This is an optimization exercise on Yosys and OpenROAD, whose aim is small area, not a production implementation.
RTL that was checked went through simulation tests only; none was proved equivalent to the original.
The RTL of run 2 was laid out without a check of its function.
Power is estimated from default activity; no workload was simulated.

==> flow/design.v, too long to show whole: its modules and the start of the top module <==
// module efpga_macc_pipe_regi: 1078 lines
// module macc_fa: 4 lines
// module macc_ha: 4 lines
// module macc_aoi22: 3 lines
// module macc_pp: 3 lines
module efpga_macc_pipe_regi
  # (
     parameter INPUT_WIDTH = 18,
     parameter OUTPUT_WIDTH = 40
     )
   (
    input             clk,
    input             resetn,
    input [17:0]      a,
    input [17:0]      b,
    output reg [39:0] y
    );
  // ...
==> flow/flow/run.sh <==
#!/bin/bash
# Layout flow: the standard flow (standard.sh) with its synthesis unchanged,
# and these changes to how the layout is made:
#  - after synthesis, combinational cells that synthesis sized up are swapped
#    for the smallest cell of the same function (flow/downsize.tcl); the
#    flow's own timing repair sizes up again what needs it;
#  - the buffers that global placement puts on every input and output port
#    are sky130_fd_sc_hd__buf_1;
#  - clock tree synthesis inserts no dummy loads (CTS_EXTRA below).
# Each tool's output goes to a log of its own in this folder; ORFS also keeps
# each step's log under orfs/logs.
set -euo pipefail
cd "$(dirname "$0")/.."
CTS_EXTRA="-buf_list sky130_fd_sc_hd__clkbuf_8"
cat >> config.mk <<EOF
export BUFFER_PORTS_ARGS = -buffer_cell sky130_fd_sc_hd__buf_1
export CTS_ARGS = -sink_clustering_enable -repair_clock_nets -dont_use_dummy_load $CTS_EXTRA
EOF
bash standard.sh synth > synth.log 2>&1
DOWNSIZE_ODB=orfs/results/$FLOW_PLATFORM/efpga_macc_pipe_regi/base/1_synth.odb \
LIB=$FLOW_HOME/platforms/$FLOW_PLATFORM/lib/sky130_fd_sc_hd__tt_025C_1v80.lib \
  openroad -no_init -exit flow/downsize.tcl > downsize.log 2>&1
bash standard.sh > layout.log 2>&1
==> flow/flow/downsize.tcl <==
# Swap every combinational cell that synthesis sized up for the smallest cell
# of the same function (same name up to the drive-strength suffix). Registers
# are left alone. Timing repair later in the flow sizes up what needs it.
set odb $::env(DOWNSIZE_ODB)
read_liberty $::env(LIB)
read_db $odb
set block [ord::get_db_block]
set n 0
foreach inst [$block getInsts] {
  set m [[$inst getMaster] getName]
  if {![regexp {^(sky130_fd_sc_hd__([a-z0-9]+))_([0-9]+)$} $m -> base fn drive]} { continue }
  if {[regexp {^(df|sdf|edf|dl|sdl|clk|buf|conb|tap|fill|decap|lpflow|diode|probe|mux4|inv)} $fn]} { continue }
  if {$drive <= 1} { continue }
  foreach cand [list ${base}_1 ${base}_0] {
    set cm [[ord::get_db] findMaster $cand]
    if {$cm ne "NULL"} {
      $inst swapMaster $cm
      incr n
      break
    }
  }
}
puts "downsize: swapped $n instances"
write_db $odb
==> flow/standard.sh <==
#!/bin/bash
# synth_recipe.tcl (not shown) runs the flow's synth.tcl, then flattens the netlist and writes it again
# the make line also repeats each setting of config.mk as NAME=value (left out here)
make -C /OpenROAD-flow-scripts/flow DESIGN_CONFIG=/design/flow/config.mk WORK_HOME=/design/flow/orfs CLKGATE_MAP_FILE= SYNTH_SCRIPT=/design/flow/synth_recipe.tcl "${@:-finish}"
==> flow/config.mk <==
export PLATFORM = sky130hd
export DESIGN_NAME = efpga_macc_pipe_regi
export DESIGN_NICKNAME = efpga_macc_pipe_regi
export VERILOG_FILES = /design/flow/design.v
export SDC_FILE = /design/flow/constraint.sdc
export NUM_CORES = 4
export LEC_CHECK = 0
export CAP_MARGIN = 0
export CORE_MARGIN = 2
export CORE_UTILIZATION = 40
export GPL_TIMING_DRIVEN = 0
export SLEW_MARGIN = 0
export SYNTH_HIERARCHICAL = 1
export BUFFER_PORTS_ARGS = -buffer_cell sky130_fd_sc_hd__buf_1
export CTS_ARGS = -sink_clustering_enable -repair_clock_nets -dont_use_dummy_load -buf_list sky130_fd_sc_hd__clkbuf_8
==> flow/constraint.sdc <==
create_clock -name core_clock -period 6.5 [get_ports {clk}]
set_input_delay 1.3000 -clock core_clock [delete_from_list [all_inputs] [get_ports {clk}]]
set_output_delay 1.3000 -clock core_clock [all_outputs]
set_load 0.01 [all_outputs]
==> qor.yml, run 1 <==
worst_hold_path:
  min_to: "y[0]$_DFF_PN0_"
clocking:
  hold_buffers: 0
  cts_sinks: 140
  clock_latency_ps: 460
finish:
  fin_area_um2: 11700
  multi_input_cells: 713
  most-common-layout-cells: "172 x fa_1, 153 x a22oi_1, 153 x o21ai_1, 94 x dfrtp_1, 76 x buf_1"
  top_area_cell_class: "multi-input combinational cells"
  post-route-util_pct: 44.7
setup_path:
  arrival_ps: 6520
  end_kind: "flop"
  worstRegToRegCells: 20
  worstSetupPathType: "flop to flop"
  ff2ff_setup_slack_ps: 330
sta:
  period_minus_slack_ps: 6170
  slew_headroom_pct: 41.2
  fmax_mhz: 162
drt:
  antenna_left: 0
  routed_via_density: 6.02
  dr_wl_met2_um: 12900
floorplan:
  fp.dieW_um: 167
grt:
  use_met2_pct: 31.8
  grt_pass1_wl_um: 44900
  grt_max_degree: 40
  grt_pass1_vias: 8296
  antenna_found_initial: 0
pwr:
  p_comb_share_pct: 66.0
  pg_comb_w: 0.00415
placement:
  gp_congestion: 0.910
  pre_cts_slack_ps: -91.3
logic_synthesis:
  syn_inst: 883
status:
  status: "timing/DRC/antenna clean"
==> inputs of run 2 (changes only) <==
--- a/flow/design.v
+++ b/flow/design.v
@@ -27,65 +27,62 @@
    wire t_s5, t_c5;
    macc_fa t_fa5 (.a(a[5]), .b(a[4]), .c(t_c4), .s(t_s5), .co(t_c5));
    wire t_s6, t_c6;
    macc_fa t_fa6 (.a(a[6]), .b(a[5]), .c(t_c5), .s(t_s6), .co(t_c6));
    wire t_s7, t_c7;
    macc_fa t_fa7 (.a(a[7]), .b(a[6]), .c(t_c6), .s(t_s7), .co(t_c7));
    wire t_s8, t_c8;
    macc_fa t_fa8 (.a(a[8]), .b(a[7]), .c(t_c7), .s(t_s8), .co(t_c8));
-   wire t_i9 = ~t_s1;
-   wire t_i10 = ~t_s2;
-   wire t_i11 = ~t_s3;
-   wire t_i12 = ~t_s4;
-   wire t_i13 = ~t_s5;
-   wire t_i14 = ~t_s6;
-   wire t_i15 = ~t_s7;
-   wire t_i16 = ~t_s8;
-   wire t_s17, t_c17;
-   macc_ha t_ha17 (.a(a[9]), .b(a[8]), .s(t_s17), .co(t_c17));
-   wire t_s18, t_c18;
-   macc_fa t_fa18 (.a(a[10]), .b(a[9]), .c(t_c17), .s(t_s18), .co(t_c18));
-   wire t_s19, t_c19;
-   macc_fa t_fa19 (.a(a[11]), .b(a[10]), .c(t_c18), .s(t_s19), .co(t_c19));
-   wire t_s20, t_c20;
-   macc_fa t_fa20 (.a(a[12]), .b(a[11]), .c(t_c19), .s(t_s20), .co(t_c20));
+   wire t_s9, t_c9;
+   macc_fa t_fa9 (.a(a[9]), .b(a[8]), .c(t_c8), .s(t_s9), .co(t_c9));
+   wire t_s10, t_c10;
+   macc_fa t_fa10 (.a(a[10]), .b(a[9]), .c(t_c9), .s(t_s10), .co(t_c10));
+   wire t_i11 = ~t_s1;
+   wire t_i12 = ~t_s2;
+   wire t_i13 = ~t_s3;
+   wire t_i14 = ~t_s4;
+   wire t_i15 = ~t_s5;
+   wire t_i16 = ~t_s6;
+   wire t_i17 = ~t_s7;
+   wire t_i18 = ~t_s8;
+   wire t_i19 = ~t_s9;
+   wire t_i20 = ~t_s10;
    wire t_s21, t_c21;
-   macc_fa t_fa21 (.a(a[13]), .b(a[12]), .c(t_c20), .s(t_s21), .co(t_c21));
+   macc_ha t_ha21 (.a(a[11]), .b(a[10]), .s(t_s21), .co(t_c21));
    wire t_s22, t_c22;
-   macc_fa t_fa22 (.a(a[14]), .b(a[13]), .c(t_c21), .s(t_s22), .co(t_c22));
-   wire t_r23 = t_s17 ~^ t_c8;
-   wire t_r24 = t_s18 ~^ (t_c8 & t_s17);
-   wire t_p25 = t_s17 & t_s18;
-   wire t_r26 = t_s19 ~^ (t_c8 & t_p25);
-   wire t_p27 = t_p25 & t_s19;
-   wire t_r28 = t_s20 ~^ (t_c8 & t_p27);
-   wire t_p29 = t_p27 & t_s20;
-   wire t_r30 = t_s21 ~^ (t_c8 & t_p29);
-   wire t_p31 = t_p29 & t_s21;
-   wire t_r32 = t_s22 ~^ (t_c8 & t_p31);
-   wire t_p33 = t_p31 & t_s22;
-   wire t_k34 = t_c22 | (t_p33 & t_c8);
-   wire t_s35, t_c35;
-   macc_ha t_ha35 (.a(a[15]), .b(a[14]), .s(t_s35), .co(t_c35));
-   wire t_r36 = t_s35 ~^ t_k34;
-   wire t_k37 = t_c35 | (t_s35 & t_k34);
-   wire t_s38, t_c38;
-   macc_ha t_ha38 (.a(a[16]), .b(a[15]), .s(t_s38), .co(t_c38));
-   wire t_r39 = t_s38 ~^ t_k37;
-   wire t_k40 = t_c38 | (t_s38 & t_k37);
-   wire t_s41, t_c41;
-   macc_ha t_ha41 (.a(a[17]), .b(a[16]), .s(t_s41), .co(t_c41));
-   wire t_r42 = t_s41 ~^ t_k40;
-   wire t_k43 = t_c41 | (t_s41 & t_k40);
-   wire t_s44, t_c44;
-   macc_ha t_ha44 (.a(a[17]), .b(t_k43), .s(t_s44), .co(t_c44));
-   wire t_i45 = ~t_s44;
-   wire t_i46 = ~t_c44;
-   wire [19:1] nt_in = {t_i46, t_i45, t_r42, t_r39, t_r36, t_r32, t_r30, t_r28, t_r26, t_r24, t_r23, t_i16, t_i15, t_i14, t_i13, t_i12, t_i11, t_i10, t_i9};
+   macc_fa t_fa22 (.a(a[12]), .b(a[11]), .c(t_c21), .s(t_s22), .co(t_c22));
+   wire t_s23, t_c23;
+   macc_fa t_fa23 (.a(a[13]), .b(a[12]), .c(t_c22), .s(t_s23), .co(t_c23));
+   wire t_s24, t_c24;
+   macc_fa t_fa24 (.a(a[14]), .b(a[13]), .c(t_c23), .s(t_s24), .co(t_c24));
+   wire t_s25, t_c25;
+   macc_fa t_fa25 (.a(a[15]), .b(a[14]), .c(t_c24), .s(t_s25), .co(t_c25));
+   wire t_s26, t_c26;
+   macc_fa t_fa26 (.a(a[16]), .b(a[15]), .c(t_c25), .s(t_s26), .co(t_c26));
+   wire t_s27, t_c27;
+   macc_fa t_fa27 (.a(a[17]), .b(a[16]), .c(t_c26), .s(t_s27), .co(t_c27));
+   wire t_r28 = t_s21 ~^ t_c10;
+   wire t_r29 = t_s22 ~^ (t_c10 & t_s21);
+   wire t_p30 = t_s21 & t_s22;
+   wire t_r31 = t_s23 ~^ (t_c10 & t_p30);
+   wire t_p32 = t_p30 & t_s23;
+   wire t_r33 = t_s24 ~^ (t_c10 & t_p32);
+   wire t_p34 = t_p32 & t_s24;
+   wire t_r35 = t_s25 ~^ (t_c10 & t_p34);
+   wire t_p36 = t_p34 & t_s25;
+   wire t_r37 = t_s26 ~^ (t_c10 & t_p36);
+   wire t_p38 = t_p36 & t_s26;
+   wire t_r39 = t_s27 ~^ (t_c10 & t_p38);
+   wire t_p40 = t_p38 & t_s27;
+   wire t_k41 = t_c27 | (t_p40 & t_c10);
+   wire t_r42 = a[17] ~^ t_k41;
+   wire t_k43 = 1'b0 | (a[17] & t_k41);
+   wire t_i44 = ~t_k43;
+   wire [19:1] nt_in = {t_i44, t_r42, t_r39, t_r37, t_r35, t_r33, t_r31, t_r29, t_r28, t_i20, t_i19, t_i18, t_i17, t_i16, t_i15, t_i14, t_i13, t_i12, t_i11};
    wire [8:0] s1_in, s2_in, ns3_in;
    genvar g;
    generate for (g = 0; g < 9; g = g + 1) begin : digit
       assign s1_in[g]  =   b[2*g] & ~b[2*g+1];
       assign s2_in[g]  =  ~b[2*g] &  b[2*g+1];
       assign ns3_in[g] = ~(b[2*g] &  b[2*g+1]);
    end endgenerate
    wire m_q1 = (s1_r[0] | ~ns3_r[0]) & a_r[0];
@@ -859,28 +856,28 @@
    wire m_s328, m_c328;
    macc_ha m_ha328 (.a(m_s285), .b(m_c296), .s(m_s328), .co(m_c328));
    wire m_r329 = m_s296 ^ m_k327;
    wire m_r330 = m_s328 ^ (m_k327 & m_s296);
    wire m_p331 = m_s296 & m_s328;
    wire m_k332 = m_c328 | (m_p331 & m_k327);
    wire m_s333, m_c333;
    macc_ha m_ha333 (.a(m_c297), .b(m_s298), .s(m_s333), .co(m_c333));
-   wire m_r334 = m_s297 ^ m_k332;
-   wire m_r335 = m_s333 ^ (m_k332 & m_s297);
-   wire m_p336 = m_s297 & m_s333;
-   wire m_k337 = m_c333 | (m_p336 & m_k332);
-   wire m_s338, m_c338;
-   macc_ha m_ha338 (.a(m_s287), .b(m_c298), .s(m_s338), .co(m_c338));
-   wire m_s339, m_c339;
-   macc_fa m_fa339 (.a(m_c287), .b(m_s288), .c(m_c338), .s(m_s339), .co(m_c339));
-   wire m_r340 = m_s338 ^ m_k337;
-   wire m_r341 = m_s339 ^ (m_k337 & m_s338);
-   wire m_p342 = m_s338 & m_s339;
-   wire m_k343 = m_c339 | (m_p342 & m_k337);
+   wire m_s334, m_c334;
+   macc_fa m_fa334 (.a(m_s287), .b(m_c298), .c(m_c333), .s(m_s334), .co(m_c334));
+   wire m_r335 = m_s297 ^ m_k332;
+   wire m_r336 = m_s333 ^ (m_k332 & m_s297);
+   wire m_p337 = m_s297 & m_s333;
+   wire m_r338 = m_s334 ^ (m_k332 & m_p337);
+   wire m_p339 = m_p337 & m_s334;
+   wire m_k340 = m_c334 | (m_p339 & m_k332);
+   wire m_s341, m_c341;
+   macc_ha m_ha341 (.a(m_c287), .b(m_s288), .s(m_s341), .co(m_c341));
+   wire m_r342 = m_s341 ^ m_k340;
+   wire m_k343 = m_c341 | (m_s341 & m_k340);
    wire m_s344, m_c344;
    macc_ha m_ha344 (.a(m_c304), .b(m_s300), .s(m_s344), .co(m_c344));
    wire m_r345 = m_s299 ^ m_k343;
    wire m_r346 = m_s304 ^ (m_k343 & m_s299);
    wire m_p347 = m_s299 & m_s304;
    wire m_r348 = m_s344 ^ (m_k343 & m_p347);
    wire m_p349 = m_p347 & m_s344;
    wire m_k350 = m_c344 | (m_p349 & m_k343);
@@ -893,42 +890,40 @@
    wire m_s356, m_c356;
    macc_ha m_ha356 (.a(m_c306), .b(m_s293), .s(m_s356), .co(m_c356));
    wire m_r357 = m_s306 ^ m_k355;
    wire m_r358 = m_s356 ^ (m_k355 & m_s306);
    wire m_p359 = m_s306 & m_s356;
    wire m_k360 = m_c356 | (m_p359 & m_k355);
    wire m_s361, m_c361;
    macc_ha m_ha361 (.a(m_s294), .b(m_c302), .s(m_s361), .co(m_c361));
-   wire m_s362, m_c362;
-   macc_ha m_ha362 (.a(m_s303), .b(m_c361), .s(m_s362), .co(m_c362));
-   wire m_s363, m_c363;
-   macc_fa m_fa363 (.a(m_s280), .b(m_c303), .c(m_c362), .s(m_s363), .co(m_c363));
-   wire m_r364 = m_s302 ^ m_k360;
-   wire m_r365 = m_s361 ^ (m_k360 & m_s302);
-   wire m_p366 = m_s302 & m_s361;
-   wire m_r367 = m_s362 ^ (m_k360 & m_p366);
-   wire m_p368 = m_p366 & m_s362;
-   wire m_r369 = m_s363 ^ (m_k360 & m_p368);
-   wire m_p370 = m_p368 & m_s363;
-   wire m_k371 = m_c363 | (m_p370 & m_k360);
-   wire m_s372, m_c372;
-   macc_ha m_ha372 (.a(m_s260), .b(m_c295), .s(m_s372), .co(m_c372));
-   wire m_r373 = m_s295 ^ m_k371;
-   wire m_r374 = m_s372 ^ (m_k371 & m_s295);
-   wire m_p375 = m_s295 & m_s372;
-   wire m_k376 = m_c372 | (m_p375 & m_k371);
-   wire m_s377, m_c377;
-   macc_ha m_ha377 (.a(m_q179), .b(m_c281), .s(m_s377), .co(m_c377));
-   wire m_r378 = m_s281 ^ m_k376;
-   wire m_r379 = m_s377 ^ (m_k376 & m_s281);
-   wire m_p380 = m_s281 & m_s377;
-   wire m_k381 = m_c377 | (m_p380 & m_k376);
-   wire m_r382 = m_q180 ^ m_k381;
-   wire [35:0] p_in = {m_r382, m_r379, m_r378, m_r374, m_r373, m_r369, m_r367, m_r365, m_r364, m_r358, m_r357, m_r353, m_r352, m_r348, m_r346, m_r345, m_r341, m_r340, m_r335, m_r334, m_r330, m_r329, m_r325, m_r324, m_r320, m_r319, m_r315, m_r314, m_s312, m_s311, m_s310, m_s309, m_s308, m_s307, m_q2, m_q1};
+   wire m_r362 = m_s302 ^ m_k360;
+   wire m_r363 = m_s361 ^ (m_k360 & m_s302);
+   wire m_p364 = m_s302 & m_s361;
+   wire m_k365 = m_c361 | (m_p364 & m_k360);
+   wire m_s366, m_c366;
+   macc_ha m_ha366 (.a(m_s280), .b(m_c303), .s(m_s366), .co(m_c366));
+   wire m_r367 = m_s303 ^ m_k365;
+   wire m_r368 = m_s366 ^ (m_k365 & m_s303);
+   wire m_p369 = m_s303 & m_s366;
+   wire m_k370 = m_c366 | (m_p369 & m_k365);
+   wire m_s371, m_c371;
+   macc_ha m_ha371 (.a(m_s260), .b(m_c295), .s(m_s371), .co(m_c371));
+   wire m_r372 = m_s295 ^ m_k370;
+   wire m_r373 = m_s371 ^ (m_k370 & m_s295);
+   wire m_p374 = m_s295 & m_s371;
+   wire m_k375 = m_c371 | (m_p374 & m_k370);
+   wire m_s376, m_c376;
+   macc_ha m_ha376 (.a(m_q179), .b(m_c281), .s(m_s376), .co(m_c376));
+   wire m_r377 = m_s281 ^ m_k375;
+   wire m_r378 = m_s376 ^ (m_k375 & m_s281);
+   wire m_p379 = m_s281 & m_s376;
+   wire m_k380 = m_c376 | (m_p379 & m_k375);
+   wire m_r381 = m_q180 ^ m_k380;
+   wire [35:0] p_in = {m_r381, m_r378, m_r377, m_r373, m_r372, m_r368, m_r367, m_r363, m_r362, m_r358, m_r357, m_r353, m_r352, m_r348, m_r346, m_r345, m_r342, m_r338, m_r336, m_r335, m_r330, m_r329, m_r325, m_r324, m_r320, m_r319, m_r315, m_r314, m_s312, m_s311, m_s310, m_s309, m_s308, m_s307, m_q2, m_q1};
    wire y_s1, y_c1;
    macc_ha y_ha1 (.a(y[0]), .b(p_r[0]), .s(y_s1), .co(y_c1));
    wire y_s2, y_c2;
    macc_fa y_fa2 (.a(y[1]), .b(p_r[1]), .c(y_c1), .s(y_s2), .co(y_c2));
    wire y_s3, y_c3;
    macc_fa y_fa3 (.a(y[2]), .b(p_r[2]), .c(y_c2), .s(y_s3), .co(y_c3));
    wire y_s4, y_c4;
    macc_fa y_fa4 (.a(y[3]), .b(p_r[3]), .c(y_c3), .s(y_s4), .co(y_c4));
@@ -940,126 +935,124 @@
    macc_fa y_fa7 (.a(y[6]), .b(p_r[6]), .c(y_c6), .s(y_s7), .co(y_c7));
    wire y_s8, y_c8;
    macc_fa y_fa8 (.a(y[7]), .b(p_r[7]), .c(y_c7), .s(y_s8), .co(y_c8));
    wire y_s9, y_c9;
    macc_fa y_fa9 (.a(y[8]), .b(p_r[8]), .c(y_c8), .s(y_s9), .co(y_c9));
    wire y_s10, y_c10;
    macc_fa y_fa10 (.a(y[9]), .b(p_r[9]), .c(y_c9), .s(y_s10), .co(y_c10));
    wire y_s11, y_c11;
-   macc_ha y_ha11 (.a(y[10]), .b(p_r[10]), .s(y_s11), .co(y_c11));
+   macc_fa y_fa11 (.a(y[10]), .b(p_r[10]), .c(y_c10), .s(y_s11), .co(y_c11));
    wire y_s12, y_c12;
-   macc_fa y_fa12 (.a(y[11]), .b(p_r[11]), .c(y_c11), .s(y_s12), .co(y_c12));
+   macc_ha y_ha12 (.a(y[11]), .b(p_r[11]), .s(y_s12), .co(y_c12));
    wire y_s13, y_c13;
    macc_fa y_fa13 (.a(y[12]), .b(p_r[12]), .c(y_c12), .s(y_s13), .co(y_c13));
    wire y_s14, y_c14;
    macc_fa y_fa14 (.a(y[13]), .b(p_r[13]), .c(y_c13), .s(y_s14), .co(y_c14));
    wire y_s15, y_c15;
    macc_fa y_fa15 (.a(y[14]), .b(p_r[14]), .c(y_c14), .s(y_s15), .co(y_c15));
    wire y_s16, y_c16;
    macc_fa y_fa16 (.a(y[15]), .b(p_r[15]), .c(y_c15), .s(y_s16), .co(y_c16));
    wire y_s17, y_c17;
    macc_fa y_fa17 (.a(y[16]), .b(p_r[16]), .c(y_c16), .s(y_s17), .co(y_c17));
    wire y_s18, y_c18;
    macc_fa y_fa18 (.a(y[17]), .b(p_r[17]), .c(y_c17), .s(y_s18), .co(y_c18));
    wire y_s19, y_c19;
    macc_fa y_fa19 (.a(y[18]), .b(p_r[18]), .c(y_c18), .s(y_s19), .co(y_c19));
-   wire y_r20 = y_s11 ^ y_c10;
-   wire y_r21 = y_s12 ^ (y_c10 & y_s11);
-   wire y_p22 = y_s11 & y_s12;
-   wire y_r23 = y_s13 ^ (y_c10 & y_p22);
-   wire y_p24 = y_p22 & y_s13;
-   wire y_r25 = y_s14 ^ (y_c10 & y_p24);
+   wire y_s20, y_c20;
+   macc_fa y_fa20 (.a(y[19]), .b(p_r[19]), .c(y_c19), .s(y_s20), .co(y_c20));
+   wire y_s21, y_c21;
+   macc_fa y_fa21 (.a(y[20]), .b(p_r[20]), .c(y_c20), .s(y_s21), .co(y_c21));
+   wire y_r22 = y_s12 ^ y_c11;
+   wire y_r23 = y_s13 ^ (y_c11 & y_s12);
+   wire y_p24 = y_s12 & y_s13;
+   wire y_r25 = y_s14 ^ (y_c11 & y_p24);
    wire y_p26 = y_p24 & y_s14;
-   wire y_r27 = y_s15 ^ (y_c10 & y_p26);
+   wire y_r27 = y_s15 ^ (y_c11 & y_p26);
    wire y_p28 = y_p26 & y_s15;
-   wire y_r29 = y_s16 ^ (y_c10 & y_p28);
+   wire y_r29 = y_s16 ^ (y_c11 & y_p28);
    wire y_p30 = y_p28 & y_s16;
-   wire y_r31 = y_s17 ^ (y_c10 & y_p30);
+   wire y_r31 = y_s17 ^ (y_c11 & y_p30);
    wire y_p32 = y_p30 & y_s17;
-   wire y_r33 = y_s18 ^ (y_c10 & y_p32);
+   wire y_r33 = y_s18 ^ (y_c11 & y_p32);
    wire y_p34 = y_p32 & y_s18;
-   wire y_r35 = y_s19 ^ (y_c10 & y_p34);
+   wire y_r35 = y_s19 ^ (y_c11 & y_p34);
    wire y_p36 = y_p34 & y_s19;
-   wire y_k37 = y_c19 | (y_p36 & y_c10);
-   wire y_s38, y_c38;
-   macc_ha y_ha38 (.a(y[19]), .b(p_r[19]), .s(y_s38), .co(y_c38));
-   wire y_s39, y_c39;
-   macc_fa y_fa39 (.a(y[20]), .b(p_r[20]), .c(y_c38), .s(y_s39), .co(y_c39));
-   wire y_s40, y_c40;
-   macc_fa y_fa40 (.a(y[21]), .b(p_r[21]), .c(y_c39), .s(y_s40), .co(y_c40));
-   wire y_s41, y_c41;
-   macc_fa y_fa41 (.a(y[22]), .b(p_r[22]), .c(y_c40), .s(y_s41), .co(y_c41));
+   wire y_r37 = y_s20 ^ (y_c11 & y_p36);
+   wire y_p38 = y_p36 & y_s20;
+   wire y_r39 = y_s21 ^ (y_c11 & y_p38);
+   wire y_p40 = y_p38 & y_s21;
+   wire y_k41 = y_c21 | (y_p40 & y_c11);
    wire y_s42, y_c42;
-   macc_fa y_fa42 (.a(y[23]), .b(p_r[23]), .c(y_c41), .s(y_s42), .co(y_c42));
+   macc_ha y_ha42 (.a(y[21]), .b(p_r[21]), .s(y_s42), .co(y_c42));
    wire y_s43, y_c43;
-   macc_fa y_fa43 (.a(y[24]), .b(p_r[24]), .c(y_c42), .s(y_s43), .co(y_c43));
+   macc_fa y_fa43 (.a(y[22]), .b(p_r[22]), .c(y_c42), .s(y_s43), .co(y_c43));
    wire y_s44, y_c44;
-   macc_fa y_fa44 (.a(y[25]), .b(p_r[25]), .c(y_c43), .s(y_s44), .co(y_c44));
+   macc_fa y_fa44 (.a(y[23]), .b(p_r[23]), .c(y_c43), .s(y_s44), .co(y_c44));
    wire y_s45, y_c45;
-   macc_fa y_fa45 (.a(y[26]), .b(p_r[26]), .c(y_c44), .s(y_s45), .co(y_c45));
+   macc_fa y_fa45 (.a(y[24]), .b(p_r[24]), .c(y_c44), .s(y_s45), .co(y_c45));
    wire y_s46, y_c46;
-   macc_fa y_fa46 (.a(y[27]), .b(p_r[27]), .c(y_c45), .s(y_s46), .co(y_c46));
+   macc_fa y_fa46 (.a(y[25]), .b(p_r[25]), .c(y_c45), .s(y_s46), .co(y_c46));
    wire y_s47, y_c47;
-   macc_fa y_fa47 (.a(y[28]), .b(p_r[28]), .c(y_c46), .s(y_s47), .co(y_c47));
-   wire y_r48 = y_s38 ^ y_k37;
-   wire y_r49 = y_s39 ^ (y_k37 & y_s38);
-   wire y_p50 = y_s38 & y_s39;
-   wire y_r51 = y_s40 ^ (y_k37 & y_p50);
-   wire y_p52 = y_p50 & y_s40;
-   wire y_r53 = y_s41 ^ (y_k37 & y_p52);
-   wire y_p54 = y_p52 & y_s41;
-   wire y_r55 = y_s42 ^ (y_k37 & y_p54);
-   wire y_p56 = y_p54 & y_s42;
-   wire y_r57 = y_s43 ^ (y_k37 & y_p56);
-   wire y_p58 = y_p56 & y_s43;
-   wire y_r59 = y_s44 ^ (y_k37 & y_p58);
-   wire y_p60 = y_p58 & y_s44;
-   wire y_r61 = y_s45 ^ (y_k37 & y_p60);
-   wire y_p62 = y_p60 & y_s45;
-   wire y_r63 = y_s46 ^ (y_k37 & y_p62);
-   wire y_p64 = y_p62 & y_s46;
-   wire y_r65 = y_s47 ^ (y_k37 & y_p64);
-   wire y_p66 = y_p64 & y_s47;
-   wire y_k67 = y_c47 | (y_p66 & y_k37);
-   wire y_s68, y_c68;
-   macc_ha y_ha68 (.a(y[29]), .b(p_r[29]), .s(y_s68), .co(y_c68));
-   wire y_s69, y_c69;
-   macc_fa y_fa69 (.a(y[30]), .b(p_r[30]), .c(y_c68), .s(y_s69), .co(y_c69));
-   wire y_s70, y_c70;
-   macc_fa y_fa70 (.a(y[31]), .b(p_r[31]), .c(y_c69), .s(y_s70), .co(y_c70));
-   wire y_s71, y_c71;
-   macc_fa y_fa71 (.a(y[32]), .b(p_r[32]), .c(y_c70), .s(y_s71), .co(y_c71));
-   wire y_s72, y_c72;
-   macc_fa y_fa72 (.a(y[33]), .b(p_r[33]), .c(y_c71), .s(y_s72), .co(y_c72));
-   wire y_s73, y_c73;
-   macc_fa y_fa73 (.a(y[34]), .b(p_r[34]), .c(y_c72), .s(y_s73), .co(y_c73));
-   wire y_r74 = y_s68 ^ y_k67;
-   wire y_r75 = y_s69 ^ (y_k67 & y_s68);
-   wire y_p76 = y_s68 & y_s69;
-   wire y_r77 = y_s70 ^ (y_k67 & y_p76);
-   wire y_p78 = y_p76 & y_s70;
-   wire y_r79 = y_s71 ^ (y_k67 & y_p78);
-   wire y_p80 = y_p78 & y_s71;
-   wire y_r81 = y_s72 ^ (y_k67 & y_p80);
-   wire y_p82 = y_p80 & y_s72;
-   wire y_r83 = y_s73 ^ (y_k67 & y_p82);
-   wire y_p84 = y_p82 & y_s73;
-   wire y_k85 = y_c73 | (y_p84 & y_k67);
-   wire y_s86, y_c86;
-   macc_ha y_ha86 (.a(y[35]), .b(p_r[35]), .s(y_s86), .co(y_c86));
-   wire y_r87 = y_s86 ^ y_k85;
-   wire y_k88 = y_c86 | (y_s86 & y_k85);
-   wire y_r89 = y[36] ^ y_k88;
-   wire y_r90 = y[37] ^ (y_k88 & y[36]);
-   wire y_p91 = y[36] & y[37];
-   wire y_r92 = y[38] ^ (y_k88 & y_p91);
-   wire y_p93 = y_p91 & y[38];
-   wire y_r94 = y[39] ^ (y_k88 & y_p93);
-   wire [39:0] y_in = {y_r94, y_r92, y_r90, y_r89, y_r87, y_r83, y_r81, y_r79, y_r77, y_r75, y_r74, y_r65, y_r63, y_r61, y_r59, y_r57, y_r55, y_r53, y_r51, y_r49, y_r48, y_r35, y_r33, y_r31, y_r29, y_r27, y_r25, y_r23, y_r21, y_r20, y_s10, y_s9, y_s8, y_s7, y_s6, y_s5, y_s4, y_s3, y_s2, y_s1};
+   macc_fa y_fa47 (.a(y[26]), .b(p_r[26]), .c(y_c46), .s(y_s47), .co(y_c47));
+   wire y_s48, y_c48;
+   macc_fa y_fa48 (.a(y[27]), .b(p_r[27]), .c(y_c47), .s(y_s48), .co(y_c48));
+   wire y_s49, y_c49;
+   macc_fa y_fa49 (.a(y[28]), .b(p_r[28]), .c(y_c48), .s(y_s49), .co(y_c49));
+   wire y_s50, y_c50;
+   macc_fa y_fa50 (.a(y[29]), .b(p_r[29]), .c(y_c49), .s(y_s50), .co(y_c50));
+   wire y_s51, y_c51;
+   macc_fa y_fa51 (.a(y[30]), .b(p_r[30]), .c(y_c50), .s(y_s51), .co(y_c51));
+   wire y_s52, y_c52;
+   macc_fa y_fa52 (.a(y[31]), .b(p_r[31]), .c(y_c51), .s(y_s52), .co(y_c52));
+   wire y_r53 = y_s42 ^ y_k41;
+   wire y_r54 = y_s43 ^ (y_k41 & y_s42);
+   wire y_p55 = y_s42 & y_s43;
+   wire y_r56 = y_s44 ^ (y_k41 & y_p55);
+   wire y_p57 = y_p55 & y_s44;
+   wire y_r58 = y_s45 ^ (y_k41 & y_p57);
+   wire y_p59 = y_p57 & y_s45;
+   wire y_r60 = y_s46 ^ (y_k41 & y_p59);
+   wire y_p61 = y_p59 & y_s46;
+   wire y_r62 = y_s47 ^ (y_k41 & y_p61);
+   wire y_p63 = y_p61 & y_s47;
+   wire y_r64 = y_s48 ^ (y_k41 & y_p63);
+   wire y_p65 = y_p63 & y_s48;
+   wire y_r66 = y_s49 ^ (y_k41 & y_p65);
+   wire y_p67 = y_p65 & y_s49;
+   wire y_r68 = y_s50 ^ (y_k41 & y_p67);
+   wire y_p69 = y_p67 & y_s50;
+   wire y_r70 = y_s51 ^ (y_k41 & y_p69);
+   wire y_p71 = y_p69 & y_s51;
+   wire y_r72 = y_s52 ^ (y_k41 & y_p71);
+   wire y_p73 = y_p71 & y_s52;
+   wire y_k74 = y_c52 | (y_p73 & y_k41);
+   wire y_s75, y_c75;
+   macc_ha y_ha75 (.a(y[32]), .b(p_r[32]), .s(y_s75), .co(y_c75));
+   wire y_s76, y_c76;
+   macc_fa y_fa76 (.a(y[33]), .b(p_r[33]), .c(y_c75), .s(y_s76), .co(y_c76));
+   wire y_s77, y_c77;
+   macc_fa y_fa77 (.a(y[34]), .b(p_r[34]), .c(y_c76), .s(y_s77), .co(y_c77));
+   wire y_s78, y_c78;
+   macc_fa y_fa78 (.a(y[35]), .b(p_r[35]), .c(y_c77), .s(y_s78), .co(y_c78));
+   wire y_r79 = y_s75 ^ y_k74;
+   wire y_r80 = y_s76 ^ (y_k74 & y_s75);
+   wire y_p81 = y_s75 & y_s76;
+   wire y_r82 = y_s77 ^ (y_k74 & y_p81);
+   wire y_p83 = y_p81 & y_s77;
+   wire y_r84 = y_s78 ^ (y_k74 & y_p83);
+   wire y_p85 = y_p83 & y_s78;
+   wire y_k86 = y_c78 | (y_p85 & y_k74);
+   wire y_r87 = y[36] ^ y_k86;
+   wire y_r88 = y[37] ^ (y_k86 & y[36]);
+   wire y_p89 = y[36] & y[37];
+   wire y_r90 = y[38] ^ (y_k86 & y_p89);
+   wire y_p91 = y_p89 & y[38];
+   wire y_r92 = y[39] ^ (y_k86 & y_p91);
+   wire [39:0] y_in = {y_r92, y_r90, y_r88, y_r87, y_r84, y_r82, y_r80, y_r79, y_r72, y_r70, y_r68, y_r66, y_r64, y_r62, y_r60, y_r58, y_r56, y_r54, y_r53, y_r39, y_r37, y_r35, y_r33, y_r31, y_r29, y_r27, y_r25, y_r23, y_r22, y_s11, y_s10, y_s9, y_s8, y_s7, y_s6, y_s5, y_s4, y_s3, y_s2, y_s1};
    always @(posedge clk) begin
       a_r  <= a;
       nt_r <= nt_in;
    end
    always @(posedge clk or negedge resetn) begin
       if (~resetn) begin
          s1_r  <= 9'h0;
          s2_r  <= 9'h0;
==> run 2 against run 1 <==
Wire length is 2.5% lower. Via count is 1.1% lower. Final cell count is 0.23% higher. Design area is 0.42% higher. Largest cell class unchanged.
==> qor.yml, run 2 <==
status:
  status: "timing/DRC/antenna clean"
grt:
  grt_pass1_vias: 7890  # -4.9%
  grt_pass1_wl_um: 43800  # -2.5%
  overflow: 0
  antenna_found_initial: 0  # unchanged
  grt_max_degree: 40  # unchanged
  grt_use_total_pct: 19.8
clocking:
  h-tree-depth: 4
  cts_tree: "built"
  hold_buffers: 0  # unchanged
  clockRootBuffer: "clkbuf_8"
  numCtsBuffers: 17
  clock_latency_ps: 450  # about the same
  cts_sinks: 140  # unchanged
  cts_buffer_depth: 2
  clkTransAtPathRegs_ps: 80
placement:
  gp_congestion: 0.884  # -2.8%
  hpwl_um: 19500
  numPortBuffers: 77
  dp.cells: 1296
  dpl_cell_area_um2: 11300
sta:
  slew_headroom_pct: 48.8  # +7.6 points
  slew_violations: 0
  finalSetupViolCount: 0
  hold_viol_final: 0
  fmax_mhz: 161  # -0.88%
  skew_ps: 39.2
  finalCritPeriodShare_pct: 95.8
  grt_setup_unrepaired: "no"
  period_minus_slack_ps: 6230  # +54.5 ps
  worst_slew_pin_slew_ps: 757
pwr:
  peakVddDrop_v: 0.000299
  powerDensity_nw_per_um2: 543
  switching_share_pct: 45.2
  p_int_w: 0.00348
  clkPwrFrac_pct: 8.2
  switchingPower_w: 0.00287
  p_leak_nw: 4.68
  power_frac_seq_pct: 25.2
  p_comb_share_pct: 66.5  # +0.5 points
  totalPowerFinal_w: 0.00635
finish:
  drive_gt1_share_pct: 6.31
  post-route-util_pct: 44.9  # +0.19 points
  most-common-layout-cells: "176 x fa_1, 153 x a22oi_1, 153 x o21ai_1, 82 x dfrtp_1, 76 x buf_1"
  layout.nets: 1241
  n_antenna_cell: 0
  instances_no_fill: 1318
  final.fill_count: 2464
  syn_to_final_growth_pct: 10.4
  fin_area_um2: 11700  # +0.42%
  largest_reg_flops: 40
  layout_commonest_cell: "fa_1"
  largestRegisters: "y (40), p_r (36), nt_r (19)"
  regMostFlops: "y"
logic_synthesis:
  ys_warn_count: 7
  synth.avg_cell_area_um2: 12.0
  syn_inst: 882  # -0.11%
  syn_nets: 1138
  netlist_area_um2: 10600
floorplan:
  dieHeight_um: 167
  row_count: 59
  dieArea_um2: 27800
  ios: 78
  fp.dieW_um: 167  # -0.11%
  initial_core_util_pct: 40.7
  coreArea_um2: 26100
drt:
  dr.pass1.iters: 5
  drt-initial-drc-count: 692
  vias: 7832
  antenna_left: 0  # unchanged
  finalWirelength_um: 26700
  drc: 0
  routed_via_density: 5.94  # -1.3%
  drt-wirelength-per-cell_um: 20.3
setup_path:
  worstRegToRegCells: 19  # -5.0%
  worstSetupPathType: "flop to flop"
  ff2ff_setup_slack_ps: 270  # -50 ps
  crit_fanout: 6
  end_kind: "flop"
  start_kind: "flop"
  worst_r2r_startpoint: "y[0]$_DFF_PN0_"
  startpoint: "y[0]$_DFF_PN0_"
  required_ps: 6820
  arrival_ps: 6550  # +30 ps
  r2r_end: "y[37]$_DFF_PN0_"
worst_hold_path:
  hold_path_depth: 1
  min_path_type: "flop to flop"
  min_from: "p_r[0]$_DFF_PN0_"
  min_to: "y[0]$_DFF_PN0_"
run:
  max_cap_viol_count: 0
==> run 2: layout make-up <==
class                   count  area [um^2]  area share, %
clock buffers              17          234           2.00
flip-flops and latches    140         3380           28.9
repair buffers             84          368           3.14
inverters                  27          101          0.866
multi-input cells         712         7180           61.4
well taps                 335          419           3.58
plain buffers               3         15.0          0.128
==> run 2: power groups by stage <==
stage	Sequential, W	Combinational (W)	Clock, W
global route	0.00165	0.00488	0.000581
finish	0.00160	0.00422	0.000523
detailed placement	0.00162	0.00416	0
global placement	0.00162	0.00405	0
floorplan	0.00158	0.00312	0
CTS	0.00161	0.00423	0.000549
==> run 2: layer usage <==
layer | part of all wire (%) | track usage (%)
met2 | 47 | 30.5
met5 | 0 | 0
met1 | 43 | 28.3
met3 | 7.7 | 4.04
met4 | 2.1 | 6.37
==> run 2: worst max path at each step <==
| stage | cells past startpoint | to | slack, ps |
|---|---|---|---|
| 2_1_floorplan | 19 | y[37]$_DFF_PN0_ | 470 |
| 3_3_place_gp | 1 | s1_r[5]$_DFF_PN0_ | -400 |
| 3_5_place_dp | 19 | y[37]$_DFF_PN0_ | -170 |
| 4_1_cts | 19 | y[37]$_DFF_PN0_ | 60 |
| 5_1_grt | 19 | y[37]$_DFF_PN0_ | 30 |
| 6_report | 19 | y[37]$_DFF_PN0_ | 270 |
==> run 2: stage by stage <==
| step | hold WS [ps] | TNS (ps) | setup WS [ps] |
|---|---|---|---|
| after global placement | 450 | -36050 | -397 |
| after detailed placement | 467 | -266 | -171 |
| after CTS | 484 | 0 | 63.8 |
| after floorplan | 443 | 0 | 469 |
| after global routing | 508 | 0 | 29.4 |
| final | 477 | 0 | 271 |
==> run 2: critical path, cell delays in order (launching register included) <==
cell	delay (ps)
dfrtp_1	380
ha_1	210
fa_1	410
fa_1	410
fa_1	390
fa_1	400
fa_1	390
fa_1	390
fa_1	390
fa_1	390
fa_1	390
fa_1	420
and4_1	220
buf_4	160
a41oi_4	280
o31a_1	250
nor2_1	100
a21o_1	190
ha_1	180
xor2_1	160
==> run 2: what timing repair did <==
item                                    in CTS  in global routing
setup buffers                                0                  5
endpoints found under the setup margin       3                  5
pin swaps                                    0                  2
gates cloned                                 0                  0
resized for setup                            1                 34

-- what the ideal ports hide --
No port has a modelled driver above. Below, the same layouts with a new extraction and two added sets of constraints.
Step 1 assumes that a clkbuf_16 drives the clock port and a buf_2 every other input.
Step 2 adds t to the input delays and takes it off the output delays; t is the mean of the earliest and latest rising clock arrival at the registers after step 1. Input paths then give back, and output paths get back, about the clock's delay inside the block.
Slacks: no drivers / after step 1 / after step 2; pairs: no drivers / after step 1.
run | shift t [ns] | setup WS [ns] | clock arrival spread, ns | worst slew at a driven data input, ns
run 1 | 0.483 | 0.326 / 0.326 / 0.055 | 0.032 / 0.032 | 0.04
run 2 | 0.474 | 0.271 / 0.271 / 0.271 | 0.039 / 0.039 | 0.04
After both steps setup and hold are still met in every run listed. The setup slack of run 1, which loses most, moves by 0.000 ns with the drivers and by -0.271 ns with both steps.
